This design comes from an exercise in tuning for small area and a short achievable clock period on the open sky130 flow, not from production work. Function was not checked in any run shown here: the RTL went through the layout flow alone.

<file path="flow/constraint.sdc">
create_clock -name core_clock -period 22.0 [get_ports {aclk}]
set_input_delay 4.4000 -clock core_clock [delete_from_list [all_inputs] [get_ports {aclk}]]
set_output_delay 4.4000 -clock core_clock [all_outputs]
set_load 0.01 [all_outputs]
</file>
<file path="flow/design.v">
`timescale 1 ns / 1 ps
module AXIS_linear_regression_v1_0 #
	(
		parameter M = 8,
		parameter N = 3,
		parameter integer C_S00_AXIS_TDATA_WIDTH	= 32,
		parameter integer C_M00_AXIS_TDATA_WIDTH	= 32,
		parameter integer C_M00_AXIS_START_COUNT	= 32
	)
	(
		input wire  aclk,
		input wire  aresetn,
		output wire  s00_axis_tready,
		input wire [C_S00_AXIS_TDATA_WIDTH-1 : 0] s00_axis_tdata,
		input wire  s00_axis_tlast,
		input wire  s00_axis_tvalid,
		output wire  m00_axis_tvalid,
		output wire [C_M00_AXIS_TDATA_WIDTH-1 : 0] m00_axis_tdata,
		output wire  m00_axis_tlast,
		input wire  m00_axis_tready
	);
    reg        tready_r;
    reg  [2:0] vdly, ldly;
    reg        tvalid_r, tlast_r;
    reg  [31:0] tdata_r;
    reg  [1:0] col;         
    reg  [3:0] row;         
    reg        pending;     
    reg  [1:0] w;           
    assign s00_axis_tready = tready_r;
    assign m00_axis_tvalid = tvalid_r;
    assign m00_axis_tlast  = tlast_r;
    assign m00_axis_tdata  = tdata_r;
    wire take = s00_axis_tvalid & tready_r & ~pending;
    wire xrow = ~row[3];
    reg [31:0] d;                       
    reg sx0, sx1, sx2, sx3;             
    reg st0, st1, st2;                  
    reg first;                          
    reg [15:0] X0, X1, X2;              
    reg [31:0] A00, A01, A02, A11, A12, A22;
    reg [31:0] B0, B1, B2;              
    always @(posedge aclk) begin
        d <= s00_axis_tdata;
        if (!aresetn) begin
            tready_r <= 1'b0;
            vdly <= 3'b0; ldly <= 3'b0;
            tvalid_r <= 1'b0; tlast_r <= 1'b0;
            col <= 2'd0; row <= 4'd0;
            pending <= 1'b0; w <= 2'd0;
            tdata_r <= 32'd0;
            {sx0, sx1, sx2, sx3, st0, st1, st2} <= 7'b0;
        end else begin
            tready_r <= m00_axis_tready;
            vdly <= {vdly[1:0], s00_axis_tvalid};
            ldly <= {ldly[1:0], s00_axis_tlast};
            tvalid_r <= vdly[2];
            tlast_r <= ldly[2];
            sx0 <= take & xrow & (col == 2'd0);
            sx1 <= take & xrow & (col == 2'd1);
            sx2 <= take & xrow & (col == 2'd2);
            sx3 <= take & xrow & (col == 2'd3);
            st0 <= take & ~xrow & (col == 2'd0);
            st1 <= take & ~xrow & (col == 2'd1);
            st2 <= take & ~xrow & (col == 2'd2);
            if (take) begin
                col <= col + 2'd1;
                if (col == 2'd3) row <= row + 4'd1;
                if (~xrow && col == 2'd3) pending <= 1'b1;
            end
            if (pending & m00_axis_tready) begin
                tdata_r <= (w == 2'd0) ? B0 : (w == 2'd1) ? B1 : B2;
                w <= (w == 2'd2) ? 2'd0 : w + 2'd1;
                if (w == 2'd2) begin
                    pending <= 1'b0;
                    row <= 4'd0;
                    col <= 2'd0;
                end
            end
        end
        if (take) first <= (row == 4'd0);
    end
    wire st = st0 | st1 | st2;
    wire sx = sx0 | sx1 | sx2 | sx3;
    wire [15:0] d16 = d[15:0];
    wire [31:0] dx = sx3 ? d : {{16{d[15]}}, d16};
    wire clr = first & sx;
    wire [15:0] a0 = (sx0 | st) ? d16 : X0;
    wire [31:0] b0 = st0 ? A00 : st1 ? A01 : st2 ? A02 : dx;
    wire [31:0] c0 = clr ? 32'd0 : sx0 ? A00 : sx1 ? A01 : sx2 ? A02 : st0 ? ~B0 : B0;
    wire [31:0] r0;
    mac u0 (a0, b0, c0, st0, r0);
    wire [15:0] a1 = (sx1 | st) ? d16 : X1;
    wire [31:0] b1 = st0 ? A01 : st1 ? A11 : st2 ? A12 : dx;
    wire [31:0] c1 = clr ? 32'd0 : sx1 ? A11 : sx2 ? A12 : st0 ? ~B1 : B1;
    wire [31:0] r1;
    mac u1 (a1, b1, c1, st0, r1);
    wire [15:0] a2 = (sx2 | st) ? d16 : X2;
    wire [31:0] b2 = st0 ? A02 : st1 ? A12 : st2 ? A22 : dx;
    wire [31:0] c2 = clr ? 32'd0 : sx2 ? A22 : st0 ? ~B2 : B2;
    wire [31:0] r2;
    mac u2 (a2, b2, c2, st0, r2);
    always @(posedge aclk) begin
        if (sx0) begin X0 <= d16; A00 <= r0; end
        if (sx1) begin X1 <= d16; A01 <= r0; A11 <= r1; end
        if (sx2) begin X2 <= d16; A02 <= r0; A12 <= r1; A22 <= r2; end
        if (sx3 | st) begin B0 <= r0; B1 <= r1; B2 <= r2; end
    end
endmodule
module mac(input [15:0] a, input [31:0] b, input [31:0] c, input ci, output [31:0] r);
wire one0 = a[0] ^ 1'b0;
wire two0 = (a[1] & ~a[0] & ~1'b0) | (~a[1] & a[0] & 1'b0);
wire neg0 = a[1];
wire p0_0 = (one0 & b[0]) ^ neg0;
wire p0_1; bpp u_p0_1(one0, two0, neg0, b[1], b[0], p0_1);
wire p0_2; bpp u_p0_2(one0, two0, neg0, b[2], b[1], p0_2);
wire p0_3; bpp u_p0_3(one0, two0, neg0, b[3], b[2], p0_3);
wire p0_4; bpp u_p0_4(one0, two0, neg0, b[4], b[3], p0_4);
wire p0_5; bpp u_p0_5(one0, two0, neg0, b[5], b[4], p0_5);
wire p0_6; bpp u_p0_6(one0, two0, neg0, b[6], b[5], p0_6);
wire p0_7; bpp u_p0_7(one0, two0, neg0, b[7], b[6], p0_7);
wire p0_8; bpp u_p0_8(one0, two0, neg0, b[8], b[7], p0_8);
wire p0_9; bpp u_p0_9(one0, two0, neg0, b[9], b[8], p0_9);
wire p0_10; bpp u_p0_10(one0, two0, neg0, b[10], b[9], p0_10);
wire p0_11; bpp u_p0_11(one0, two0, neg0, b[11], b[10], p0_11);
wire p0_12; bpp u_p0_12(one0, two0, neg0, b[12], b[11], p0_12);
wire p0_13; bpp u_p0_13(one0, two0, neg0, b[13], b[12], p0_13);
wire p0_14; bpp u_p0_14(one0, two0, neg0, b[14], b[13], p0_14);
wire p0_15; bpp u_p0_15(one0, two0, neg0, b[15], b[14], p0_15);
wire p0_16; bpp u_p0_16(one0, two0, neg0, b[16], b[15], p0_16);
wire p0_17; bpp u_p0_17(one0, two0, neg0, b[17], b[16], p0_17);
wire p0_18; bpp u_p0_18(one0, two0, neg0, b[18], b[17], p0_18);
wire p0_19; bpp u_p0_19(one0, two0, neg0, b[19], b[18], p0_19);
wire p0_20; bpp u_p0_20(one0, two0, neg0, b[20], b[19], p0_20);
wire p0_21; bpp u_p0_21(one0, two0, neg0, b[21], b[20], p0_21);
wire p0_22; bpp u_p0_22(one0, two0, neg0, b[22], b[21], p0_22);
wire p0_23; bpp u_p0_23(one0, two0, neg0, b[23], b[22], p0_23);
wire p0_24; bpp u_p0_24(one0, two0, neg0, b[24], b[23], p0_24);
wire p0_25; bpp u_p0_25(one0, two0, neg0, b[25], b[24], p0_25);
wire p0_26; bpp u_p0_26(one0, two0, neg0, b[26], b[25], p0_26);
wire p0_27; bpp u_p0_27(one0, two0, neg0, b[27], b[26], p0_27);
wire p0_28; bpp u_p0_28(one0, two0, neg0, b[28], b[27], p0_28);
wire p0_29; bpp u_p0_29(one0, two0, neg0, b[29], b[28], p0_29);
wire p0_30; bpp u_p0_30(one0, two0, neg0, b[30], b[29], p0_30);
wire p0_31; bpp u_p0_31(one0, two0, neg0, b[31], b[30], p0_31);
wire one1 = a[2] ^ a[1];
wire two1 = (a[3] & ~a[2] & ~a[1]) | (~a[3] & a[2] & a[1]);
wire neg1 = a[3];
wire p1_0 = (one1 & b[0]) ^ neg1;
wire p1_1; bpp u_p1_1(one1, two1, neg1, b[1], b[0], p1_1);
wire p1_2; bpp u_p1_2(one1, two1, neg1, b[2], b[1], p1_2);
wire p1_3; bpp u_p1_3(one1, two1, neg1, b[3], b[2], p1_3);
wire p1_4; bpp u_p1_4(one1, two1, neg1, b[4], b[3], p1_4);
wire p1_5; bpp u_p1_5(one1, two1, neg1, b[5], b[4], p1_5);
wire p1_6; bpp u_p1_6(one1, two1, neg1, b[6], b[5], p1_6);
wire p1_7; bpp u_p1_7(one1, two1, neg1, b[7], b[6], p1_7);
wire p1_8; bpp u_p1_8(one1, two1, neg1, b[8], b[7], p1_8);
wire p1_9; bpp u_p1_9(one1, two1, neg1, b[9], b[8], p1_9);
wire p1_10; bpp u_p1_10(one1, two1, neg1, b[10], b[9], p1_10);
wire p1_11; bpp u_p1_11(one1, two1, neg1, b[11], b[10], p1_11);
wire p1_12; bpp u_p1_12(one1, two1, neg1, b[12], b[11], p1_12);
wire p1_13; bpp u_p1_13(one1, two1, neg1, b[13], b[12], p1_13);
wire p1_14; bpp u_p1_14(one1, two1, neg1, b[14], b[13], p1_14);
wire p1_15; bpp u_p1_15(one1, two1, neg1, b[15], b[14], p1_15);
wire p1_16; bpp u_p1_16(one1, two1, neg1, b[16], b[15], p1_16);
wire p1_17; bpp u_p1_17(one1, two1, neg1, b[17], b[16], p1_17);
wire p1_18; bpp u_p1_18(one1, two1, neg1, b[18], b[17], p1_18);
wire p1_19; bpp u_p1_19(one1, two1, neg1, b[19], b[18], p1_19);
wire p1_20; bpp u_p1_20(one1, two1, neg1, b[20], b[19], p1_20);
wire p1_21; bpp u_p1_21(one1, two1, neg1, b[21], b[20], p1_21);
wire p1_22; bpp u_p1_22(one1, two1, neg1, b[22], b[21], p1_22);
wire p1_23; bpp u_p1_23(one1, two1, neg1, b[23], b[22], p1_23);
wire p1_24; bpp u_p1_24(one1, two1, neg1, b[24], b[23], p1_24);
wire p1_25; bpp u_p1_25(one1, two1, neg1, b[25], b[24], p1_25);
wire p1_26; bpp u_p1_26(one1, two1, neg1, b[26], b[25], p1_26);
wire p1_27; bpp u_p1_27(one1, two1, neg1, b[27], b[26], p1_27);
wire p1_28; bpp u_p1_28(one1, two1, neg1, b[28], b[27], p1_28);
wire p1_29; bpp u_p1_29(one1, two1, neg1, b[29], b[28], p1_29);
wire one2 = a[4] ^ a[3];
wire two2 = (a[5] & ~a[4] & ~a[3]) | (~a[5] & a[4] & a[3]);
wire neg2 = a[5];
wire p2_0 = (one2 & b[0]) ^ neg2;
wire p2_1; bpp u_p2_1(one2, two2, neg2, b[1], b[0], p2_1);
wire p2_2; bpp u_p2_2(one2, two2, neg2, b[2], b[1], p2_2);
wire p2_3; bpp u_p2_3(one2, two2, neg2, b[3], b[2], p2_3);
wire p2_4; bpp u_p2_4(one2, two2, neg2, b[4], b[3], p2_4);
wire p2_5; bpp u_p2_5(one2, two2, neg2, b[5], b[4], p2_5);
wire p2_6; bpp u_p2_6(one2, two2, neg2, b[6], b[5], p2_6);
wire p2_7; bpp u_p2_7(one2, two2, neg2, b[7], b[6], p2_7);
wire p2_8; bpp u_p2_8(one2, two2, neg2, b[8], b[7], p2_8);
wire p2_9; bpp u_p2_9(one2, two2, neg2, b[9], b[8], p2_9);
wire p2_10; bpp u_p2_10(one2, two2, neg2, b[10], b[9], p2_10);
wire p2_11; bpp u_p2_11(one2, two2, neg2, b[11], b[10], p2_11);
wire p2_12; bpp u_p2_12(one2, two2, neg2, b[12], b[11], p2_12);
wire p2_13; bpp u_p2_13(one2, two2, neg2, b[13], b[12], p2_13);
wire p2_14; bpp u_p2_14(one2, two2, neg2, b[14], b[13], p2_14);
wire p2_15; bpp u_p2_15(one2, two2, neg2, b[15], b[14], p2_15);
wire p2_16; bpp u_p2_16(one2, two2, neg2, b[16], b[15], p2_16);
wire p2_17; bpp u_p2_17(one2, two2, neg2, b[17], b[16], p2_17);
wire p2_18; bpp u_p2_18(one2, two2, neg2, b[18], b[17], p2_18);
wire p2_19; bpp u_p2_19(one2, two2, neg2, b[19], b[18], p2_19);
wire p2_20; bpp u_p2_20(one2, two2, neg2, b[20], b[19], p2_20);
wire p2_21; bpp u_p2_21(one2, two2, neg2, b[21], b[20], p2_21);
wire p2_22; bpp u_p2_22(one2, two2, neg2, b[22], b[21], p2_22);
wire p2_23; bpp u_p2_23(one2, two2, neg2, b[23], b[22], p2_23);
wire p2_24; bpp u_p2_24(one2, two2, neg2, b[24], b[23], p2_24);
wire p2_25; bpp u_p2_25(one2, two2, neg2, b[25], b[24], p2_25);
wire p2_26; bpp u_p2_26(one2, two2, neg2, b[26], b[25], p2_26);
wire p2_27; bpp u_p2_27(one2, two2, neg2, b[27], b[26], p2_27);
wire one3 = a[6] ^ a[5];
wire two3 = (a[7] & ~a[6] & ~a[5]) | (~a[7] & a[6] & a[5]);
wire neg3 = a[7];
wire p3_0 = (one3 & b[0]) ^ neg3;
wire p3_1; bpp u_p3_1(one3, two3, neg3, b[1], b[0], p3_1);
wire p3_2; bpp u_p3_2(one3, two3, neg3, b[2], b[1], p3_2);
wire p3_3; bpp u_p3_3(one3, two3, neg3, b[3], b[2], p3_3);
wire p3_4; bpp u_p3_4(one3, two3, neg3, b[4], b[3], p3_4);
wire p3_5; bpp u_p3_5(one3, two3, neg3, b[5], b[4], p3_5);
wire p3_6; bpp u_p3_6(one3, two3, neg3, b[6], b[5], p3_6);
wire p3_7; bpp u_p3_7(one3, two3, neg3, b[7], b[6], p3_7);
wire p3_8; bpp u_p3_8(one3, two3, neg3, b[8], b[7], p3_8);
wire p3_9; bpp u_p3_9(one3, two3, neg3, b[9], b[8], p3_9);
wire p3_10; bpp u_p3_10(one3, two3, neg3, b[10], b[9], p3_10);
wire p3_11; bpp u_p3_11(one3, two3, neg3, b[11], b[10], p3_11);
wire p3_12; bpp u_p3_12(one3, two3, neg3, b[12], b[11], p3_12);
wire p3_13; bpp u_p3_13(one3, two3, neg3, b[13], b[12], p3_13);
wire p3_14; bpp u_p3_14(one3, two3, neg3, b[14], b[13], p3_14);
wire p3_15; bpp u_p3_15(one3, two3, neg3, b[15], b[14], p3_15);
wire p3_16; bpp u_p3_16(one3, two3, neg3, b[16], b[15], p3_16);
wire p3_17; bpp u_p3_17(one3, two3, neg3, b[17], b[16], p3_17);
wire p3_18; bpp u_p3_18(one3, two3, neg3, b[18], b[17], p3_18);
wire p3_19; bpp u_p3_19(one3, two3, neg3, b[19], b[18], p3_19);
wire p3_20; bpp u_p3_20(one3, two3, neg3, b[20], b[19], p3_20);
wire p3_21; bpp u_p3_21(one3, two3, neg3, b[21], b[20], p3_21);
wire p3_22; bpp u_p3_22(one3, two3, neg3, b[22], b[21], p3_22);
wire p3_23; bpp u_p3_23(one3, two3, neg3, b[23], b[22], p3_23);
wire p3_24; bpp u_p3_24(one3, two3, neg3, b[24], b[23], p3_24);
wire p3_25; bpp u_p3_25(one3, two3, neg3, b[25], b[24], p3_25);
wire one4 = a[8] ^ a[7];
wire two4 = (a[9] & ~a[8] & ~a[7]) | (~a[9] & a[8] & a[7]);
wire neg4 = a[9];
wire p4_0 = (one4 & b[0]) ^ neg4;
wire p4_1; bpp u_p4_1(one4, two4, neg4, b[1], b[0], p4_1);
wire p4_2; bpp u_p4_2(one4, two4, neg4, b[2], b[1], p4_2);
wire p4_3; bpp u_p4_3(one4, two4, neg4, b[3], b[2], p4_3);
wire p4_4; bpp u_p4_4(one4, two4, neg4, b[4], b[3], p4_4);
wire p4_5; bpp u_p4_5(one4, two4, neg4, b[5], b[4], p4_5);
wire p4_6; bpp u_p4_6(one4, two4, neg4, b[6], b[5], p4_6);
wire p4_7; bpp u_p4_7(one4, two4, neg4, b[7], b[6], p4_7);
wire p4_8; bpp u_p4_8(one4, two4, neg4, b[8], b[7], p4_8);
wire p4_9; bpp u_p4_9(one4, two4, neg4, b[9], b[8], p4_9);
wire p4_10; bpp u_p4_10(one4, two4, neg4, b[10], b[9], p4_10);
wire p4_11; bpp u_p4_11(one4, two4, neg4, b[11], b[10], p4_11);
wire p4_12; bpp u_p4_12(one4, two4, neg4, b[12], b[11], p4_12);
wire p4_13; bpp u_p4_13(one4, two4, neg4, b[13], b[12], p4_13);
wire p4_14; bpp u_p4_14(one4, two4, neg4, b[14], b[13], p4_14);
wire p4_15; bpp u_p4_15(one4, two4, neg4, b[15], b[14], p4_15);
wire p4_16; bpp u_p4_16(one4, two4, neg4, b[16], b[15], p4_16);
wire p4_17; bpp u_p4_17(one4, two4, neg4, b[17], b[16], p4_17);
wire p4_18; bpp u_p4_18(one4, two4, neg4, b[18], b[17], p4_18);
wire p4_19; bpp u_p4_19(one4, two4, neg4, b[19], b[18], p4_19);
wire p4_20; bpp u_p4_20(one4, two4, neg4, b[20], b[19], p4_20);
wire p4_21; bpp u_p4_21(one4, two4, neg4, b[21], b[20], p4_21);
wire p4_22; bpp u_p4_22(one4, two4, neg4, b[22], b[21], p4_22);
wire p4_23; bpp u_p4_23(one4, two4, neg4, b[23], b[22], p4_23);
wire one5 = a[10] ^ a[9];
wire two5 = (a[11] & ~a[10] & ~a[9]) | (~a[11] & a[10] & a[9]);
wire neg5 = a[11];
wire p5_0 = (one5 & b[0]) ^ neg5;
wire p5_1; bpp u_p5_1(one5, two5, neg5, b[1], b[0], p5_1);
wire p5_2; bpp u_p5_2(one5, two5, neg5, b[2], b[1], p5_2);
wire p5_3; bpp u_p5_3(one5, two5, neg5, b[3], b[2], p5_3);
wire p5_4; bpp u_p5_4(one5, two5, neg5, b[4], b[3], p5_4);
wire p5_5; bpp u_p5_5(one5, two5, neg5, b[5], b[4], p5_5);
wire p5_6; bpp u_p5_6(one5, two5, neg5, b[6], b[5], p5_6);
wire p5_7; bpp u_p5_7(one5, two5, neg5, b[7], b[6], p5_7);
wire p5_8; bpp u_p5_8(one5, two5, neg5, b[8], b[7], p5_8);
wire p5_9; bpp u_p5_9(one5, two5, neg5, b[9], b[8], p5_9);
wire p5_10; bpp u_p5_10(one5, two5, neg5, b[10], b[9], p5_10);
wire p5_11; bpp u_p5_11(one5, two5, neg5, b[11], b[10], p5_11);
wire p5_12; bpp u_p5_12(one5, two5, neg5, b[12], b[11], p5_12);
wire p5_13; bpp u_p5_13(one5, two5, neg5, b[13], b[12], p5_13);
wire p5_14; bpp u_p5_14(one5, two5, neg5, b[14], b[13], p5_14);
wire p5_15; bpp u_p5_15(one5, two5, neg5, b[15], b[14], p5_15);
wire p5_16; bpp u_p5_16(one5, two5, neg5, b[16], b[15], p5_16);
wire p5_17; bpp u_p5_17(one5, two5, neg5, b[17], b[16], p5_17);
wire p5_18; bpp u_p5_18(one5, two5, neg5, b[18], b[17], p5_18);
wire p5_19; bpp u_p5_19(one5, two5, neg5, b[19], b[18], p5_19);
wire p5_20; bpp u_p5_20(one5, two5, neg5, b[20], b[19], p5_20);
wire p5_21; bpp u_p5_21(one5, two5, neg5, b[21], b[20], p5_21);
wire one6 = a[12] ^ a[11];
wire two6 = (a[13] & ~a[12] & ~a[11]) | (~a[13] & a[12] & a[11]);
wire neg6 = a[13];
wire p6_0 = (one6 & b[0]) ^ neg6;
wire p6_1; bpp u_p6_1(one6, two6, neg6, b[1], b[0], p6_1);
wire p6_2; bpp u_p6_2(one6, two6, neg6, b[2], b[1], p6_2);
wire p6_3; bpp u_p6_3(one6, two6, neg6, b[3], b[2], p6_3);
wire p6_4; bpp u_p6_4(one6, two6, neg6, b[4], b[3], p6_4);
wire p6_5; bpp u_p6_5(one6, two6, neg6, b[5], b[4], p6_5);
wire p6_6; bpp u_p6_6(one6, two6, neg6, b[6], b[5], p6_6);
wire p6_7; bpp u_p6_7(one6, two6, neg6, b[7], b[6], p6_7);
wire p6_8; bpp u_p6_8(one6, two6, neg6, b[8], b[7], p6_8);
wire p6_9; bpp u_p6_9(one6, two6, neg6, b[9], b[8], p6_9);
wire p6_10; bpp u_p6_10(one6, two6, neg6, b[10], b[9], p6_10);
wire p6_11; bpp u_p6_11(one6, two6, neg6, b[11], b[10], p6_11);
wire p6_12; bpp u_p6_12(one6, two6, neg6, b[12], b[11], p6_12);
wire p6_13; bpp u_p6_13(one6, two6, neg6, b[13], b[12], p6_13);
wire p6_14; bpp u_p6_14(one6, two6, neg6, b[14], b[13], p6_14);
wire p6_15; bpp u_p6_15(one6, two6, neg6, b[15], b[14], p6_15);
wire p6_16; bpp u_p6_16(one6, two6, neg6, b[16], b[15], p6_16);
wire p6_17; bpp u_p6_17(one6, two6, neg6, b[17], b[16], p6_17);
wire p6_18; bpp u_p6_18(one6, two6, neg6, b[18], b[17], p6_18);
wire p6_19; bpp u_p6_19(one6, two6, neg6, b[19], b[18], p6_19);
wire one7 = a[14] ^ a[13];
wire two7 = (a[15] & ~a[14] & ~a[13]) | (~a[15] & a[14] & a[13]);
wire neg7 = a[15];
wire p7_0 = (one7 & b[0]) ^ neg7;
wire p7_1; bpp u_p7_1(one7, two7, neg7, b[1], b[0], p7_1);
wire p7_2; bpp u_p7_2(one7, two7, neg7, b[2], b[1], p7_2);
wire p7_3; bpp u_p7_3(one7, two7, neg7, b[3], b[2], p7_3);
wire p7_4; bpp u_p7_4(one7, two7, neg7, b[4], b[3], p7_4);
wire p7_5; bpp u_p7_5(one7, two7, neg7, b[5], b[4], p7_5);
wire p7_6; bpp u_p7_6(one7, two7, neg7, b[6], b[5], p7_6);
wire p7_7; bpp u_p7_7(one7, two7, neg7, b[7], b[6], p7_7);
wire p7_8; bpp u_p7_8(one7, two7, neg7, b[8], b[7], p7_8);
wire p7_9; bpp u_p7_9(one7, two7, neg7, b[9], b[8], p7_9);
wire p7_10; bpp u_p7_10(one7, two7, neg7, b[10], b[9], p7_10);
wire p7_11; bpp u_p7_11(one7, two7, neg7, b[11], b[10], p7_11);
wire p7_12; bpp u_p7_12(one7, two7, neg7, b[12], b[11], p7_12);
wire p7_13; bpp u_p7_13(one7, two7, neg7, b[13], b[12], p7_13);
wire p7_14; bpp u_p7_14(one7, two7, neg7, b[14], b[13], p7_14);
wire p7_15; bpp u_p7_15(one7, two7, neg7, b[15], b[14], p7_15);
wire p7_16; bpp u_p7_16(one7, two7, neg7, b[16], b[15], p7_16);
wire p7_17; bpp u_p7_17(one7, two7, neg7, b[17], b[16], p7_17);
wire n1;
wire n2;
ha un2 (p0_14, p1_12, n1, n2);
wire n3;
wire n4;
ha un4 (p0_15, p1_13, n3, n4);
wire n5;
wire n6;
ha un6 (p0_16, p1_14, n5, n6);
wire n7;
wire n8;
ha un8 (p0_17, p1_15, n7, n8);
wire n9;
wire n10;
ha un10 (p0_18, p1_16, n9, n10);
wire n11;
wire n12;
ha un12 (p0_19, p1_17, n11, n12);
wire n13;
wire n14;
ha un14 (p0_20, p1_18, n13, n14);
wire n15;
wire n16;
ha un16 (p0_21, p1_19, n15, n16);
wire n17;
wire n18;
ha un18 (p0_22, p1_20, n17, n18);
wire n19;
wire n20;
ha un20 (p0_23, p1_21, n19, n20);
wire n21;
wire n22;
ha un22 (p0_24, p1_22, n21, n22);
wire n23;
wire n24;
ha un24 (p0_25, p1_23, n23, n24);
wire n25;
wire n26;
ha un26 (p0_26, p1_24, n25, n26);
wire n27;
wire n28;
ha un28 (p0_27, p1_25, n27, n28);
wire n29;
wire n30;
ha un30 (p0_28, p1_26, n29, n30);
wire n31;
wire n32;
ha un32 (p0_29, p1_27, n31, n32);
wire n33;
wire n34;
ha un34 (p0_30, p1_28, n33, n34);
wire n35;
wire n36;
ha un36 (p0_31, p1_29, n35, n36);
wire n37;
wire n38;
ha un38 (p0_8, p1_6, n37, n38);
wire n39;
wire n40;
ha un40 (p0_9, p1_7, n39, n40);
wire n41;
wire n42;
fa un42 (p0_10, p1_8, p2_6, n41, n42);
wire n43;
wire n44;
ha un44 (p3_4, p4_2, n43, n44);
wire n45;
wire n46;
fa un46 (p0_11, p1_9, p2_7, n45, n46);
wire n47;
wire n48;
ha un48 (p3_5, p4_3, n47, n48);
wire n49;
wire n50;
fa un50 (p0_12, p1_10, p2_8, n49, n50);
wire n51;
wire n52;
fa un52 (p3_6, p4_4, p5_2, n51, n52);
wire n53;
wire n54;
ha un54 (p6_0, neg6, n53, n54);
wire n55;
wire n56;
fa un56 (p0_13, p1_11, p2_9, n55, n56);
wire n57;
wire n58;
fa un58 (p3_7, p4_5, p5_3, n57, n58);
wire n59;
wire n60;
ha un60 (p6_1, c[13], n59, n60);
wire n61;
wire n62;
fa un62 (n1, p2_10, p3_8, n61, n62);
wire n63;
wire n64;
fa un64 (p4_6, p5_4, p6_2, n63, n64);
wire n65;
wire n66;
fa un66 (p7_0, neg7, c[14], n65, n66);
wire n67;
wire n68;
fa un68 (n2, n3, p2_11, n67, n68);
wire n69;
wire n70;
fa un70 (p3_9, p4_7, p5_5, n69, n70);
wire n71;
wire n72;
fa un72 (p6_3, p7_1, c[15], n71, n72);
wire n73;
wire n74;
fa un74 (n4, n5, p2_12, n73, n74);
wire n75;
wire n76;
fa un76 (p3_10, p4_8, p5_6, n75, n76);
wire n77;
wire n78;
fa un78 (p6_4, p7_2, c[16], n77, n78);
wire n79;
wire n80;
fa un80 (n6, n7, p2_13, n79, n80);
wire n81;
wire n82;
fa un82 (p3_11, p4_9, p5_7, n81, n82);
wire n83;
wire n84;
fa un84 (p6_5, p7_3, c[17], n83, n84);
wire n85;
wire n86;
fa un86 (n8, n9, p2_14, n85, n86);
wire n87;
wire n88;
fa un88 (p3_12, p4_10, p5_8, n87, n88);
wire n89;
wire n90;
fa un90 (p6_6, p7_4, c[18], n89, n90);
wire n91;
wire n92;
fa un92 (n10, n11, p2_15, n91, n92);
wire n93;
wire n94;
fa un94 (p3_13, p4_11, p5_9, n93, n94);
wire n95;
wire n96;
fa un96 (p6_7, p7_5, c[19], n95, n96);
wire n97;
wire n98;
fa un98 (n12, n13, p2_16, n97, n98);
wire n99;
wire n100;
fa un100 (p3_14, p4_12, p5_10, n99, n100);
wire n101;
wire n102;
fa un102 (p6_8, p7_6, c[20], n101, n102);
wire n103;
wire n104;
fa un104 (n14, n15, p2_17, n103, n104);
wire n105;
wire n106;
fa un106 (p3_15, p4_13, p5_11, n105, n106);
wire n107;
wire n108;
fa un108 (p6_9, p7_7, c[21], n107, n108);
wire n109;
wire n110;
fa un110 (n16, n17, p2_18, n109, n110);
wire n111;
wire n112;
fa un112 (p3_16, p4_14, p5_12, n111, n112);
wire n113;
wire n114;
fa un114 (p6_10, p7_8, c[22], n113, n114);
wire n115;
wire n116;
fa un116 (n18, n19, p2_19, n115, n116);
wire n117;
wire n118;
fa un118 (p3_17, p4_15, p5_13, n117, n118);
wire n119;
wire n120;
fa un120 (p6_11, p7_9, c[23], n119, n120);
wire n121;
wire n122;
fa un122 (n20, n21, p2_20, n121, n122);
wire n123;
wire n124;
fa un124 (p3_18, p4_16, p5_14, n123, n124);
wire n125;
wire n126;
fa un126 (p6_12, p7_10, c[24], n125, n126);
wire n127;
wire n128;
fa un128 (n22, n23, p2_21, n127, n128);
wire n129;
wire n130;
fa un130 (p3_19, p4_17, p5_15, n129, n130);
wire n131;
wire n132;
fa un132 (p6_13, p7_11, c[25], n131, n132);
wire n133;
wire n134;
fa un134 (n24, n25, p2_22, n133, n134);
wire n135;
wire n136;
fa un136 (p3_20, p4_18, p5_16, n135, n136);
wire n137;
wire n138;
fa un138 (p6_14, p7_12, c[26], n137, n138);
wire n139;
wire n140;
fa un140 (n26, n27, p2_23, n139, n140);
wire n141;
wire n142;
fa un142 (p3_21, p4_19, p5_17, n141, n142);
wire n143;
wire n144;
fa un144 (p6_15, p7_13, c[27], n143, n144);
wire n145;
wire n146;
fa un146 (n28, n29, p2_24, n145, n146);
wire n147;
wire n148;
fa un148 (p3_22, p4_20, p5_18, n147, n148);
wire n149;
wire n150;
fa un150 (p6_16, p7_14, c[28], n149, n150);
wire n151;
wire n152;
fa un152 (n30, n31, p2_25, n151, n152);
wire n153;
wire n154;
fa un154 (p3_23, p4_21, p5_19, n153, n154);
wire n155;
wire n156;
fa un156 (p6_17, p7_15, c[29], n155, n156);
wire n157;
wire n158;
fa un158 (n32, n33, p2_26, n157, n158);
wire n159;
wire n160;
fa un160 (p3_24, p4_22, p5_20, n159, n160);
wire n161;
wire n162;
fa un162 (p6_18, p7_16, c[30], n161, n162);
wire n163;
wire n164;
fa un164 (n34, n35, p2_27, n163, n164);
wire n165;
wire n166;
fa un166 (p3_25, p4_23, p5_21, n165, n166);
wire n167;
wire n168;
fa un168 (p6_19, p7_17, c[31], n167, n168);
wire n169;
wire n170;
ha un170 (p0_4, p1_2, n169, n170);
wire n171;
wire n172;
ha un172 (p0_5, p1_3, n171, n172);
wire n173;
wire n174;
fa un174 (p0_6, p1_4, p2_2, n173, n174);
wire n175;
wire n176;
ha un176 (p3_0, neg3, n175, n176);
wire n177;
wire n178;
fa un178 (p0_7, p1_5, p2_3, n177, n178);
wire n179;
wire n180;
ha un180 (p3_1, c[7], n179, n180);
wire n181;
wire n182;
fa un182 (n37, p2_4, p3_2, n181, n182);
wire n183;
wire n184;
fa un184 (p4_0, neg4, c[8], n183, n184);
wire n185;
wire n186;
fa un186 (n38, n39, p2_5, n185, n186);
wire n187;
wire n188;
fa un188 (p3_3, p4_1, c[9], n187, n188);
wire n189;
wire n190;
fa un190 (n40, n41, n43, n189, n190);
wire n191;
wire n192;
fa un192 (p5_0, neg5, c[10], n191, n192);
wire n193;
wire n194;
fa un194 (n42, n44, n45, n193, n194);
wire n195;
wire n196;
fa un196 (n47, p5_1, c[11], n195, n196);
wire n197;
wire n198;
fa un198 (n46, n48, n49, n197, n198);
wire n199;
wire n200;
fa un200 (n51, n53, c[12], n199, n200);
wire n201;
wire n202;
fa un202 (n50, n52, n54, n201, n202);
wire n203;
wire n204;
fa un204 (n55, n57, n59, n203, n204);
wire n205;
wire n206;
fa un206 (n56, n58, n60, n205, n206);
wire n207;
wire n208;
fa un208 (n61, n63, n65, n207, n208);
wire n209;
wire n210;
fa un210 (n62, n64, n66, n209, n210);
wire n211;
wire n212;
fa un212 (n67, n69, n71, n211, n212);
wire n213;
wire n214;
fa un214 (n68, n70, n72, n213, n214);
wire n215;
wire n216;
fa un216 (n73, n75, n77, n215, n216);
wire n217;
wire n218;
fa un218 (n74, n76, n78, n217, n218);
wire n219;
wire n220;
fa un220 (n79, n81, n83, n219, n220);
wire n221;
wire n222;
fa un222 (n80, n82, n84, n221, n222);
wire n223;
wire n224;
fa un224 (n85, n87, n89, n223, n224);
wire n225;
wire n226;
fa un226 (n86, n88, n90, n225, n226);
wire n227;
wire n228;
fa un228 (n91, n93, n95, n227, n228);
wire n229;
wire n230;
fa un230 (n92, n94, n96, n229, n230);
wire n231;
wire n232;
fa un232 (n97, n99, n101, n231, n232);
wire n233;
wire n234;
fa un234 (n98, n100, n102, n233, n234);
wire n235;
wire n236;
fa un236 (n103, n105, n107, n235, n236);
wire n237;
wire n238;
fa un238 (n104, n106, n108, n237, n238);
wire n239;
wire n240;
fa un240 (n109, n111, n113, n239, n240);
wire n241;
wire n242;
fa un242 (n110, n112, n114, n241, n242);
wire n243;
wire n244;
fa un244 (n115, n117, n119, n243, n244);
wire n245;
wire n246;
fa un246 (n116, n118, n120, n245, n246);
wire n247;
wire n248;
fa un248 (n121, n123, n125, n247, n248);
wire n249;
wire n250;
fa un250 (n122, n124, n126, n249, n250);
wire n251;
wire n252;
fa un252 (n127, n129, n131, n251, n252);
wire n253;
wire n254;
fa un254 (n128, n130, n132, n253, n254);
wire n255;
wire n256;
fa un256 (n133, n135, n137, n255, n256);
wire n257;
wire n258;
fa un258 (n134, n136, n138, n257, n258);
wire n259;
wire n260;
fa un260 (n139, n141, n143, n259, n260);
wire n261;
wire n262;
fa un262 (n140, n142, n144, n261, n262);
wire n263;
wire n264;
fa un264 (n145, n147, n149, n263, n264);
wire n265;
wire n266;
fa un266 (n146, n148, n150, n265, n266);
wire n267;
wire n268;
fa un268 (n151, n153, n155, n267, n268);
wire n269;
wire n270;
fa un270 (n152, n154, n156, n269, n270);
wire n271;
wire n272;
fa un272 (n157, n159, n161, n271, n272);
wire n273;
wire n274;
fa un274 (n158, n160, n162, n273, n274);
wire n275;
wire n276;
fa un276 (n163, n165, n167, n275, n276);
wire n277;
wire n278;
ha un278 (p0_0, neg0, n277, n278);
wire n279;
wire n280;
ha un280 (p0_2, p1_0, n279, n280);
wire n281;
wire n282;
ha un282 (p0_3, p1_1, n281, n282);
wire n283;
wire n284;
fa un284 (n169, p2_0, neg2, n283, n284);
wire n285;
wire n286;
fa un286 (n170, n171, p2_1, n285, n286);
wire n287;
wire n288;
fa un288 (n172, n173, n175, n287, n288);
wire n289;
wire n290;
fa un290 (n174, n176, n177, n289, n290);
wire n291;
wire n292;
fa un292 (n178, n180, n181, n291, n292);
wire n293;
wire n294;
fa un294 (n182, n184, n185, n293, n294);
wire n295;
wire n296;
fa un296 (n186, n188, n189, n295, n296);
wire n297;
wire n298;
fa un298 (n190, n192, n193, n297, n298);
wire n299;
wire n300;
fa un300 (n194, n196, n197, n299, n300);
wire n301;
wire n302;
fa un302 (n198, n200, n201, n301, n302);
wire n303;
wire n304;
fa un304 (n202, n204, n205, n303, n304);
wire n305;
wire n306;
fa un306 (n206, n208, n209, n305, n306);
wire n307;
wire n308;
fa un308 (n210, n212, n213, n307, n308);
wire n309;
wire n310;
fa un310 (n214, n216, n217, n309, n310);
wire n311;
wire n312;
fa un312 (n218, n220, n221, n311, n312);
wire n313;
wire n314;
fa un314 (n222, n224, n225, n313, n314);
wire n315;
wire n316;
fa un316 (n226, n228, n229, n315, n316);
wire n317;
wire n318;
fa un318 (n230, n232, n233, n317, n318);
wire n319;
wire n320;
fa un320 (n234, n236, n237, n319, n320);
wire n321;
wire n322;
fa un322 (n238, n240, n241, n321, n322);
wire n323;
wire n324;
fa un324 (n242, n244, n245, n323, n324);
wire n325;
wire n326;
fa un326 (n246, n248, n249, n325, n326);
wire n327;
wire n328;
fa un328 (n250, n252, n253, n327, n328);
wire n329;
wire n330;
fa un330 (n254, n256, n257, n329, n330);
wire n331;
wire n332;
fa un332 (n258, n260, n261, n331, n332);
wire n333;
wire n334;
fa un334 (n262, n264, n265, n333, n334);
wire n335;
wire n336;
fa un336 (n266, n268, n269, n335, n336);
wire n337;
wire n338;
fa un338 (n270, n272, n273, n337, n338);
wire n339;
wire n340;
ha un340 (n277, c[0], n339, n340);
wire n341;
wire n342;
fa un342 (n278, p0_1, c[1], n341, n342);
wire n343;
wire n344;
fa un344 (n279, neg1, c[2], n343, n344);
wire n345;
wire n346;
fa un346 (n280, n281, c[3], n345, n346);
wire n347;
wire n348;
fa un348 (n282, n283, c[4], n347, n348);
wire n349;
wire n350;
fa un350 (n284, n285, c[5], n349, n350);
wire n351;
wire n352;
fa un352 (n286, n287, c[6], n351, n352);
wire n353;
wire n354;
fa un354 (n288, n289, n179, n353, n354);
wire n355;
wire n356;
fa un356 (n290, n291, n183, n355, n356);
wire n357;
wire n358;
fa un358 (n292, n293, n187, n357, n358);
wire n359;
wire n360;
fa un360 (n294, n295, n191, n359, n360);
wire n361;
wire n362;
fa un362 (n296, n297, n195, n361, n362);
wire n363;
wire n364;
fa un364 (n298, n299, n199, n363, n364);
wire n365;
wire n366;
fa un366 (n300, n301, n203, n365, n366);
wire n367;
wire n368;
fa un368 (n302, n303, n207, n367, n368);
wire n369;
wire n370;
fa un370 (n304, n305, n211, n369, n370);
wire n371;
wire n372;
fa un372 (n306, n307, n215, n371, n372);
wire n373;
wire n374;
fa un374 (n308, n309, n219, n373, n374);
wire n375;
wire n376;
fa un376 (n310, n311, n223, n375, n376);
wire n377;
wire n378;
fa un378 (n312, n313, n227, n377, n378);
wire n379;
wire n380;
fa un380 (n314, n315, n231, n379, n380);
wire n381;
wire n382;
fa un382 (n316, n317, n235, n381, n382);
wire n383;
wire n384;
fa un384 (n318, n319, n239, n383, n384);
wire n385;
wire n386;
fa un386 (n320, n321, n243, n385, n386);
wire n387;
wire n388;
fa un388 (n322, n323, n247, n387, n388);
wire n389;
wire n390;
fa un390 (n324, n325, n251, n389, n390);
wire n391;
wire n392;
fa un392 (n326, n327, n255, n391, n392);
wire n393;
wire n394;
fa un394 (n328, n329, n259, n393, n394);
wire n395;
wire n396;
fa un396 (n330, n331, n263, n395, n396);
wire n397;
wire n398;
fa un398 (n332, n333, n267, n397, n398);
wire n399;
wire n400;
fa un400 (n334, n335, n271, n399, n400);
wire n401;
wire n402;
fa un402 (n336, n337, n275, n401, n402);
wire [31:0] s0 = {n400, n398, n396, n394, n392, n390, n388, n386, n384, n382, n380, n378, n376, n374, n372, n370, n368, n366, n364, n362, n360, n358, n356, n354, n352, n350, n348, n346, n344, n342, n340, n339};
wire [31:0] s1 = {n401, n399, n397, n395, n393, n391, n389, n387, n385, n383, n381, n379, n377, n375, n373, n371, n369, n367, n365, n363, n361, n359, n357, n355, n353, n351, n349, n347, n345, n343, n341, ci};
assign r = s0 + s1;
endmodule
module fa(input a, input b, input c, output s, output co);
assign s = a ^ b ^ c;
assign co = (a & b) | (a & c) | (b & c);
endmodule
module ha(input a, input b, output s, output co);
assign s = a ^ b;
assign co = a & b;
endmodule
module bpp(input one, input two, input neg, input bj, input bj1, output p);
assign p = ((one & bj) | (two & bj1)) ^ neg;
endmodule
</file>
<file path="flow/config.mk">
export PLATFORM = sky130hd
export DESIGN_NAME = AXIS_linear_regression_v1_0
export DESIGN_NICKNAME = AXIS_linear_regression_v1_0
export VERILOG_FILES = /design/flow/design.v
export SDC_FILE = /design/flow/constraint.sdc
export NUM_CORES = 8
export LEC_CHECK = 0
export CAP_MARGIN = 20
export CORE_MARGIN = 2
export CORE_UTILIZATION = 40
export SLEW_MARGIN = 20
export SYNTH_HIERARCHICAL = 1
export SYNTH_MINIMUM_KEEP_SIZE = 0
</file>
<file path="flow/run.sh">
#!/bin/bash
# synth_recipe.tcl (not shown) runs the flow's synth.tcl, then flattens the netlist and writes it again
# the make line also repeats each setting of config.mk as NAME=value (left out here)
make -C /OpenROAD-flow-scripts/flow DESIGN_CONFIG=/design/flow/config.mk WORK_HOME=/design/flow/orfs CLKGATE_MAP_FILE= SYNTH_SCRIPT=/design/flow/synth_recipe.tcl finish
</file>
==> run summary, run 1 <==
status finished clean; vias per inst 6.24; Syn. warnings 7; Setup CP Type reg2reg; routability cong. 0.944; post-place setup slack 13.54 ns; syn nets 4,880; worst reg2reg path depth 23; Synth Cell Area 0.0487 sq mm; gr usage total 27.5%; CP arrival 8.94 ns; crit path from st1$_SDFF_PN0_; Num CTS Buffers 46; initial antenna violation count 11; CTS H-tree lvls 2; Clock Tree Root clkbuf_16; Post-synth EDFFs 337; fin area 0.0547 sq mm; Synth Flop Type edfxtp_1; Row Count 127; Fin. Hold Viols 0; ANT nets after route 0; Rel. slew slack 18.8%; worst slew pin tran 1.21 ns; hold crit path type reg2reg; final WL 174,000 microns; dpl cell area 0.0532 sq mm; worst skew pair latency 0.63 ns; CP Max Fanout 53; largest area contributor in the synthesized netlist fa_1; grt ovf 0; router iterations before antenna repair 5; fin. max-slew vios 0; worst r2r src st1$_SDFF_PN0_; Final Cycle Share 39.2%; unrepaired setup endpoints after global routing false; ys async rst share 0%; f_max 116 MHz; Syn Inst Count 4,138; die width 353 microns; fill count 11.1k; dpl hpwl 129,000 microns; vias in the first global route 37.5k; CTS max path bufs 3; TritonCTS Sinks 426; Die ar. 0.124 sq mm; TritonCTS clock tree done; endpoints failing setup 0; Die Ht 353 microns; largest net degree at the start of global routing 80; PortBufs 71; residual DRC count 0; nets 5,012; Data required, critical path 22.33 ns; TNS Setup 0 ns; Worst Skew 0.0582 ns; CP endpoint A22[26]$_DFFE_PP_; core outline area 0.120 sq mm; Routed WL per cell 29.3 microns; layout cells sized above 1 23.5%; CP Capture Type flop; fin crit period 8.61 ns; R2R Setup Slk 13.39 ns; syn_area_per_cell 11.8 sq um; cts hold-fix bufs 0; share of the synthesized area in the top cell type 21.0%; top cells by area, synth fa_1 21%, edfxtp_1 21%, a22oi_2 15%; setup ws final 13.39 ns; most frequent cells in the layout 720 x xnor2_1, 576 x a22oi_2, 510 x fa_1; post-synthesis sequential area ratio 24.5%; most common cell after layout, fill and taps aside xnor2_1; Clock Pin Slew Worst Setup and Hold Paths 0.07 ns; MaxCap Viol Count 0; reg2reg end A22[26]$_DFFE_PP_; Post-CTS Setup Bufs 0; Synth Register Bits 426; library cells used by synthesis 73; Post-CTS Resized 0; first-pass GRT wire length 259,000 microns; via count 37.0k; Iteration-0 DRC Markers 3,826; effective utilization at floorplan 40.4%; IO Count 72; Startpoint Class flop; synth-to-layout area growth 12.4%
[modules after synthesis, one instance, submodules excluded]
module / area, sq um / cells
bpp: 21.3 / 2
fa: 20.0 / 1
ha: 12.5 / 1
AXIS_linear_regression_v1_0: 19000 / 1516
mac: 2010 / 289
[metal layers]
metal | GRT usage [%] | vias to the layer above | part of all wire, %
li1 | - | 15800 | -
met1 | 37.2 | 19200 | 41
met2 | 43.1 | 1712 | 46
met3 | 5.24 | 315 | 8.0
met4 | 11.4 | 18 | 4.6
met5 | 0 | - | 0.081
[worst max-delay path: stages, from the launching register on]
cell and delay, ns:
dfxtp_2 0.31, buf_4 0.30, or3_1 0.68, nor2_8 0.39
mux2_2 0.22, buf_4 0.53, nand2_1 0.19, o21ai_4 0.48
buf_4 0.40, a22oi_2 0.10, xnor2_1 0.15, ha_1 0.31
fa_1 0.50, fa_1 0.46, fa_1 0.55, fa_1 0.43
ha_1 0.40, nand4_1 0.23, nor2_1 0.27, a221o_1 0.24
a311oi_2 0.07, nor3_1 0.40, a31oi_1 0.15, a311oi_1 0.46
[registers in the layout, summed over array words and instances, names as in the netlist, 3 cells and up]
signal	cells
A01	32
X0	16
tdata_r	32
A02	32
B1	32
row	4
A12	32
d	32
X1	16
vdly	3
A22	32
X2	16
B2	32
B0	32
A11	32
ldly	3
A00	32
[worst min path at each step]
stage                       start                 end  slack, ns  depth (start not counted)
2_1_floorplan  vdly[0]$_SDFF_PN0_  vdly[1]$_SDFF_PN0_       0.41                          1
3_3_place_gp   vdly[0]$_SDFF_PN0_  vdly[1]$_SDFF_PN0_       0.41                          1
3_5_place_dp   vdly[0]$_SDFF_PN0_  vdly[1]$_SDFF_PN0_       0.42                          1
4_1_cts        ldly[1]$_SDFF_PN0_  ldly[2]$_SDFF_PN0_       0.44                          1
5_1_grt        ldly[1]$_SDFF_PN0_  ldly[2]$_SDFF_PN0_       0.45                          1
6_report       ldly[1]$_SDFF_PN0_  ldly[2]$_SDFF_PN0_       0.44                          1
[per-stage QoR]
| stage | hold slack [ns] | utilization, % | std cells |
|---|---|---|---|
| 6_report | 0.437 | 45.4 | 5926 |
| 5_1_grt | 0.448 | 45.4 | 5919 |
| 4_1_cts | 0.441 | 45.4 | 5919 |
| 3_5_place_dp | 0.422 | 44.2 | 5834 |
| 3_3_place_gp | 0.408 | 44.2 | 5833 |
| 2_1_floorplan | 0.406 | - | 4138 |
[final cells by class]
cell class | count | area [sq um] | share of cell area [%]
Multi-Input combinational cell | 3512 | 37000 | 67.7
Sequential cell | 426 | 11900 | 21.8
Timing Repair Buffer | 254 | 2100 | 3.84
Tap cell | 1612 | 2020 | 3.69
Clock buffer | 67 | 1310 | 2.40
Clock inverter | 18 | 164 | 0.300
Inverter | 30 | 113 | 0.206
Antenna cell | 7 | 17.5 | 0.0320
[logic make-up (layout without fill, tap and decap cells)]
group	after synthesis	count (layout)	share of synthesized area, %
xor gates and xnor gates	809	809	14.6
other	0	7	0
and+or+nand+nor	625	625	5.71
buffers and inverters	200	369	1.84
muxes	83	83	1.83
adders and majority gates	705	705	26.0
DFF	426	426	24.5
AOI/OAI and AO/OA	1290	1290	25.6
[cell usage after synthesis (15+ instances only)]
cell / number
a22oi_1: 32
a21oi_1: 81
o31ai_1: 54
xnor2_1: 720
nand3_1: 36
nor2_1: 167
fa_1: 510
ha_1: 195
inv_1: 28
mux2i_1: 35
and2_1: 23
buf_2: 37
mux2_2: 18
edfxtp_1: 337
xor2_1: 89
a21boi_0: 47
a211oi_1: 82
o22ai_1: 32
clkbuf_1: 107
o221ai_1: 79
nand2_1: 301
nand4_1: 15
dfxtp_1: 89
a21o_1: 33
o21ai_0: 94
a31oi_1: 45
mux2_1: 30
a22oi_2: 576
nor2b_1: 28
a221oi_1: 32
==> inputs of run 2 (changes only) <==
--- a/flow/design.v
+++ b/flow/design.v
@@ -35,3 +35,15 @@
     wire xrow = ~row[3];
-    reg [31:0] d;                       
+    wire [15:0] bus16 = s00_axis_tdata[15:0];
+    wire [23:0] enc;
+    genvar g;
+    generate for (g = 0; g < 8; g = g + 1) begin : be
+        wire am1 = (g == 0) ? 1'b0 : bus16[2*g-1];
+        wire a0 = bus16[2*g], a1 = bus16[2*g+1];
+        assign enc[3*g]   = a0 ^ am1;
+        assign enc[3*g+1] = (a1 & ~a0 & ~am1) | (~a1 & a0 & am1);
+        assign enc[3*g+2] = a1;
+    end endgenerate
+    reg [23:0] E0, E1, E2;
+    wire [31:0] busx = (col == 2'd3) ? s00_axis_tdata : {{16{s00_axis_tdata[15]}}, bus16};
+    reg [31:0] Q0, Q1, Q2;
     reg sx0, sx1, sx2, sx3;             
@@ -39,3 +51,2 @@
     reg first;                          
-    reg [15:0] X0, X1, X2;              
     reg [31:0] A00, A01, A02, A11, A12, A22;
@@ -43,3 +54,8 @@
     always @(posedge aclk) begin
-        d <= s00_axis_tdata;
+        if (~xrow | col == 2'd0) E0 <= enc;
+        if (~xrow | col == 2'd1) E1 <= enc;
+        if (~xrow | col == 2'd2) E2 <= enc;
+        Q0 <= xrow ? busx : (col == 2'd0) ? A00 : (col == 2'd1) ? A01 : A02;
+        Q1 <= xrow ? busx : (col == 2'd0) ? A01 : (col == 2'd1) ? A11 : A12;
+        Q2 <= xrow ? busx : (col == 2'd0) ? A02 : (col == 2'd1) ? A12 : A22;
         if (!aresetn) begin
@@ -82,26 +98,18 @@
     end
-    wire st = st0 | st1 | st2;
     wire sx = sx0 | sx1 | sx2 | sx3;
-    wire [15:0] d16 = d[15:0];
-    wire [31:0] dx = sx3 ? d : {{16{d[15]}}, d16};
+    wire st = st0 | st1 | st2;
     wire clr = first & sx;
-    wire [15:0] a0 = (sx0 | st) ? d16 : X0;
-    wire [31:0] b0 = st0 ? A00 : st1 ? A01 : st2 ? A02 : dx;
     wire [31:0] c0 = clr ? 32'd0 : sx0 ? A00 : sx1 ? A01 : sx2 ? A02 : st0 ? ~B0 : B0;
     wire [31:0] r0;
-    mac u0 (a0, b0, c0, st0, r0);
-    wire [15:0] a1 = (sx1 | st) ? d16 : X1;
-    wire [31:0] b1 = st0 ? A01 : st1 ? A11 : st2 ? A12 : dx;
+    mac u0 (E0, Q0, c0, st0, r0);
     wire [31:0] c1 = clr ? 32'd0 : sx1 ? A11 : sx2 ? A12 : st0 ? ~B1 : B1;
     wire [31:0] r1;
-    mac u1 (a1, b1, c1, st0, r1);
-    wire [15:0] a2 = (sx2 | st) ? d16 : X2;
-    wire [31:0] b2 = st0 ? A02 : st1 ? A12 : st2 ? A22 : dx;
+    mac u1 (E1, Q1, c1, st0, r1);
     wire [31:0] c2 = clr ? 32'd0 : sx2 ? A22 : st0 ? ~B2 : B2;
     wire [31:0] r2;
-    mac u2 (a2, b2, c2, st0, r2);
+    mac u2 (E2, Q2, c2, st0, r2);
     always @(posedge aclk) begin
-        if (sx0) begin X0 <= d16; A00 <= r0; end
-        if (sx1) begin X1 <= d16; A01 <= r0; A11 <= r1; end
-        if (sx2) begin X2 <= d16; A02 <= r0; A12 <= r1; A22 <= r2; end
+        if (sx0) A00 <= r0;
+        if (sx1) begin A01 <= r0; A11 <= r1; end
+        if (sx2) begin A02 <= r0; A12 <= r1; A22 <= r2; end
         if (sx3 | st) begin B0 <= r0; B1 <= r1; B2 <= r2; end
@@ -109,6 +117,6 @@
 endmodule
-module mac(input [15:0] a, input [31:0] b, input [31:0] c, input ci, output [31:0] r);
-wire one0 = a[0] ^ 1'b0;
-wire two0 = (a[1] & ~a[0] & ~1'b0) | (~a[1] & a[0] & 1'b0);
-wire neg0 = a[1];
+module mac(input [23:0] e, input [31:0] b, input [31:0] c, input ci, output [31:0] r);
+wire one0 = e[0];
+wire two0 = e[1];
+wire neg0 = e[2];
 wire p0_0 = (one0 & b[0]) ^ neg0;
@@ -145,5 +153,5 @@
 wire p0_31; bpp u_p0_31(one0, two0, neg0, b[31], b[30], p0_31);
-wire one1 = a[2] ^ a[1];
-wire two1 = (a[3] & ~a[2] & ~a[1]) | (~a[3] & a[2] & a[1]);
-wire neg1 = a[3];
+wire one1 = e[3];
+wire two1 = e[4];
+wire neg1 = e[5];
 wire p1_0 = (one1 & b[0]) ^ neg1;
@@ -178,5 +186,5 @@
 wire p1_29; bpp u_p1_29(one1, two1, neg1, b[29], b[28], p1_29);
-wire one2 = a[4] ^ a[3];
-wire two2 = (a[5] & ~a[4] & ~a[3]) | (~a[5] & a[4] & a[3]);
-wire neg2 = a[5];
+wire one2 = e[6];
+wire two2 = e[7];
+wire neg2 = e[8];
 wire p2_0 = (one2 & b[0]) ^ neg2;
@@ -209,5 +217,5 @@
 wire p2_27; bpp u_p2_27(one2, two2, neg2, b[27], b[26], p2_27);
-wire one3 = a[6] ^ a[5];
-wire two3 = (a[7] & ~a[6] & ~a[5]) | (~a[7] & a[6] & a[5]);
-wire neg3 = a[7];
+wire one3 = e[9];
+wire two3 = e[10];
+wire neg3 = e[11];
 wire p3_0 = (one3 & b[0]) ^ neg3;
@@ -238,5 +246,5 @@
 wire p3_25; bpp u_p3_25(one3, two3, neg3, b[25], b[24], p3_25);
-wire one4 = a[8] ^ a[7];
-wire two4 = (a[9] & ~a[8] & ~a[7]) | (~a[9] & a[8] & a[7]);
-wire neg4 = a[9];
+wire one4 = e[12];
+wire two4 = e[13];
+wire neg4 = e[14];
 wire p4_0 = (one4 & b[0]) ^ neg4;
@@ -265,5 +273,5 @@
 wire p4_23; bpp u_p4_23(one4, two4, neg4, b[23], b[22], p4_23);
-wire one5 = a[10] ^ a[9];
-wire two5 = (a[11] & ~a[10] & ~a[9]) | (~a[11] & a[10] & a[9]);
-wire neg5 = a[11];
+wire one5 = e[15];
+wire two5 = e[16];
+wire neg5 = e[17];
 wire p5_0 = (one5 & b[0]) ^ neg5;
@@ -290,5 +298,5 @@
 wire p5_21; bpp u_p5_21(one5, two5, neg5, b[21], b[20], p5_21);
-wire one6 = a[12] ^ a[11];
-wire two6 = (a[13] & ~a[12] & ~a[11]) | (~a[13] & a[12] & a[11]);
-wire neg6 = a[13];
+wire one6 = e[18];
+wire two6 = e[19];
+wire neg6 = e[20];
 wire p6_0 = (one6 & b[0]) ^ neg6;
@@ -313,5 +321,5 @@
 wire p6_19; bpp u_p6_19(one6, two6, neg6, b[19], b[18], p6_19);
-wire one7 = a[14] ^ a[13];
-wire two7 = (a[15] & ~a[14] & ~a[13]) | (~a[15] & a[14] & a[13]);
-wire neg7 = a[15];
+wire one7 = e[21];
+wire two7 = e[22];
+wire neg7 = e[23];
 wire p7_0 = (one7 & b[0]) ^ neg7;
==> run summary, run 2 <==
initial antenna violation count 7 (was 11); Syn Inst Count 4,206 (was 4,138); Post-synth EDFFs 361 (was 337); commonest cells in the netlist 711 x xnor2_1, 576 x a22oi_2, 510 x fa_1, 361 x edfxtp_1, 241 x nand2_1 (was 720 x xnor2_1, 576 x a22oi_2, 510 x fa_1, 337 x edfxtp_1, 301 x nand2_1); status finished clean (unchanged); first-pass GRT wire length 260,000 microns (was 259,000 microns); die width 359 microns (was 353 microns); f_max 139 MHz (was 116 MHz); most common cell after layout, fill and taps aside xnor2_1 (unchanged); Iteration-0 DRC Markers 3,980 (was 3,826); hold depth 1 (unchanged); worst reg2reg path depth 16 (was 23); Post-CTS Setup Bufs 0 (unchanged); router iterations before antenna repair 6 (was 5); vias per inst 6.18 (was 6.24); endpoints failing setup 0 (unchanged); Startpoint Class flop (unchanged); core outline area 0.125 sq mm (was 0.120 sq mm); Clock Pin Slew Worst Setup and Hold Paths 0.06 ns (was 0.07 ns); fin crit period 7.20 ns (was 8.61 ns); TritonCTS clock tree done (unchanged); largest area contributor in the synthesized netlist edfxtp_1 (was fa_1); ys async rst share 0% (unchanged); library cells used by synthesis 66 (was 73); worst skew pair latency 0.69 ns (was 0.63 ns); largest net degree at the start of global routing 104 (was 80); layout cells sized above 1 19.9% (was 23.5%); Post-Place Cells 5,912 (was 5,834); Die ar. 0.129 sq mm (was 0.124 sq mm); Fin. Hold Viols 0 (unchanged); Syn. warnings 7 (unchanged); share of the synthesized area in the top cell type 21.5% (was 21.0%); worst slew pin tran 1.17 ns (was 1.21 ns); Setup CP Type reg2reg (unchanged); routability cong. 0.986 (was 0.944); fin. max-slew vios 0 (unchanged); effective utilization at floorplan 40.2% (was 40.4%); ANT nets after route 0 (unchanged); TritonCTS Sinks 514 (was 426); syn nets 4,948 (was 4,880); CP Max Fanout 43 (was 53); Rel. slew slack 21.8% (was 18.8%); top cells by area, synth edfxtp_1 22%, fa_1 20%, a22oi_2 14% (was fa_1 21%, edfxtp_1 21%, a22oi_2 15%); Post-CTS Resized 0 (unchanged); residual DRC count 0 (unchanged); unrepaired setup endpoints after global routing false (unchanged); PortBufs 71 (unchanged); synth-to-layout area growth 10.2% (was 12.4%); Num CTS Buffers 59 (was 46); gr usage total 26.7% (was 27.5%); Synth Register Bits 514 (was 426); dpl hpwl 127,000 microns (was 129,000 microns); worst r2r src st0$_SDFF_PN0_ (was st1$_SDFF_PN0_); count leader, synth xnor2_1 (unchanged); R2R Setup Slk 14.80 ns (was 13.39 ns); CP arrival 7.65 ns (was 8.94 ns); most frequent cells in the layout 711 x xnor2_1, 576 x a22oi_2, 510 x fa_1 (was 720 x xnor2_1, 576 x a22oi_2, 510 x fa_1); Worst Skew 0.0498 ns (was 0.0582 ns); MaxCap Viol Count 0 (unchanged); nets 5,065 (was 5,012); Data required, critical path 22.44 ns (was 22.33 ns); Synth Flop Type edfxtp_1 (unchanged); grt ovf 0 (unchanged); TNS Setup 0 ns (unchanged); post-synthesis sequential area ratio 27.6% (was 24.5%); CTS max path bufs 3 (unchanged); Min-Delay Endpoint tlast_r$_SDFF_PN0_ (was ldly[2]$_SDFF_PN0_); Synth Cell Area 0.0504 sq mm (was 0.0487 sq mm); cts hold-fix bufs 0 (unchanged); Routed WL per cell 29.0 microns (was 29.3 microns); hold crit path type reg2reg (unchanged); syn_area_per_cell 12.0 sq um (was 11.8 sq um); via count 37.2k (was 37.0k); Finished Layout Cells 6,024 (was 5,926); Row Count 130 (was 127); CP Capture Type flop (unchanged); vias in the first global route 38.0k (was 37.5k); reg2reg end A22[27]$_DFFE_PP_ (was A22[26]$_DFFE_PP_); Clock Tree Root clkbuf_16 (unchanged); IO Count 72 (unchanged); Die Ht 359 microns (was 353 microns); Final Cycle Share 32.7% (was 39.2%); CTS H-tree lvls 2 (unchanged); final WL 175,000 microns (was 174,000 microns); Hold Startpoint ldly[2]$_SDFF_PN0_ (was ldly[1]$_SDFF_PN0_)
-- run 2: cell types whose count changed in the layout (fill, tap and decap cells not counted), moves of 31 or more --
| cell | before | now |
|---|---|---|
| a21o_1 | 33 | 78 |
| a21oi_1 | 81 | 121 |
| a22oi_1 | 32 | 0 |
| buf_4 | 181 | 139 |
| dfxtp_1 | 83 | 144 |
| mux2i_1 | 35 | 115 |
| nand2_1 | 301 | 240 |
| nor2_1 | 165 | 100 |
| nor2b_1 | 24 | 58 |
| o21ai_0 | 73 | 198 |
| o221ai_1 | 79 | 32 |
| o31ai_4 | 45 | 0 |
| or3_1 | 3 | 34 |
-- run 2: how the worst max path moves through the flow --
stage                         to  slack (ns)  cells past startpoint           start
6_report       A22[27]$_DFFE_PP_       14.80                     16  st0$_SDFF_PN0_
5_1_grt        A22[27]$_DFFE_PP_       14.58                     16  st0$_SDFF_PN0_
4_1_cts        A22[27]$_DFFE_PP_       14.84                     16  st0$_SDFF_PN0_
3_5_place_dp    B2[27]$_DFFE_PP_       14.89                     16  st0$_SDFF_PN0_
3_3_place_gp    B2[27]$_DFFE_PP_       14.87                     16  st0$_SDFF_PN0_
2_1_floorplan  A00[25]$_DFFE_PP_       14.97                     17  sx2$_SDFF_PN0_
-- run 2: worst max-delay path: stages (launching register included) --
cell	delay, ns
dfxtp_4	0.33
buf_4	0.58
buf_4	0.80
xor2_1	0.15
mux2i_1	0.33
nor2_1	0.14
fa_1	0.44
fa_1	0.42
fa_1	0.59
fa_1	0.43
ha_1	0.40
nand4_1	0.30
nor4_2	0.76
nand2_1	0.10
o21bai_1	0.55
or2_1	0.20
xor2_1	0.33
-- run 2: per-layer routing --
layer | track usage (%) | wire length, microns | vias up
li1 | - | - | 15900
met3 | 5.25 | 15400 | 244
met5 | 0 | 41 | -
met1 | 38.4 | 77500 | 19300
met2 | 40.9 | 77000 | 1788
met4 | 7.40 | 4690 | 6
-- run 2: metrics by stage --
stage	worst slack [ns]	cell area, sq um	utilization (%)	hold slack (ns)
final	14.80	55500	44.3	0.428
after CTS	14.84	55500	44.3	0.437
after global placement	14.87	53600	42.8	0.414
after detailed placement	14.89	53600	42.8	0.423
after floorplan	14.97	50400	-	0.406
after global routing	14.58	55500	44.3	0.441
-- run 2: layout make-up --
cell class	instances	area, sq um
inverter	25	93.8
fill	11700	69700
timing repair buffer	211	1770
clock buffer	84	1670
tap	1650	2060
antenna	1	2.50
multi-input combinational	3512	35700
sequential	514	13900
clock inverter	27	255
-- run 2: cell families (layout without fill, tap and decap cells) --
logic type               after synthesis  count (layout)  synth area share [%]
AO/OA/AOI/OAI                       1310            1310                  24.2
XOR/XNOR                             789             789                  13.7
adder cells (fa/ha/maj)              705             705                  25.1
buffers and inverters                180             347                  1.60
flip-flops                           514             514                  27.6
multiplexers                         115             115                  2.28
other                                  0               1                     0
AND/OR/NAND/NOR                      593             593                  5.56
-- run 2: Yosys stat by module, one instance, submodules excluded --
module | area, sq um | cells inside
mac | 1850 | 260
AXIS_linear_regression_v1_0 | 21200 | 1671
ha | 12.5 | 1
fa | 20.0 | 1
bpp | 21.3 | 2

[afterwards: timing with drivers on the ports]
Ports are ideal in the flow. The routed layouts listed here were re-timed in OpenROAD. Step 1: set_driving_cell puts a clkbuf_16 on aclk and a buf_2 on each other input, an assumption about the parent block. Step 2, shift: input delay + t, output delay - t, t = (earliest + latest rising clock arrival at the registers) / 2. This alone moves slack from input paths to output paths. Slacks: ideal / step 1 / step 2; pairs: ideal / step 1.
run | t (ns) | slack for setup (ns) | hold WS [ns] | slew at the worst register clock pin (ns) | worst data-port slew with drivers (ns)
run 1 | 0.667 | 13.386 / 13.386 / 13.386 | 0.437 / 0.437 / 0.437 | 0.07 / 0.07 | 0.04
run 2 | 0.730 | 14.796 / 14.796 / 14.796 | 0.428 / 0.428 / 0.428 | 0.07 / 0.07 | 0.09
After both steps every run listed still meets setup and hold.
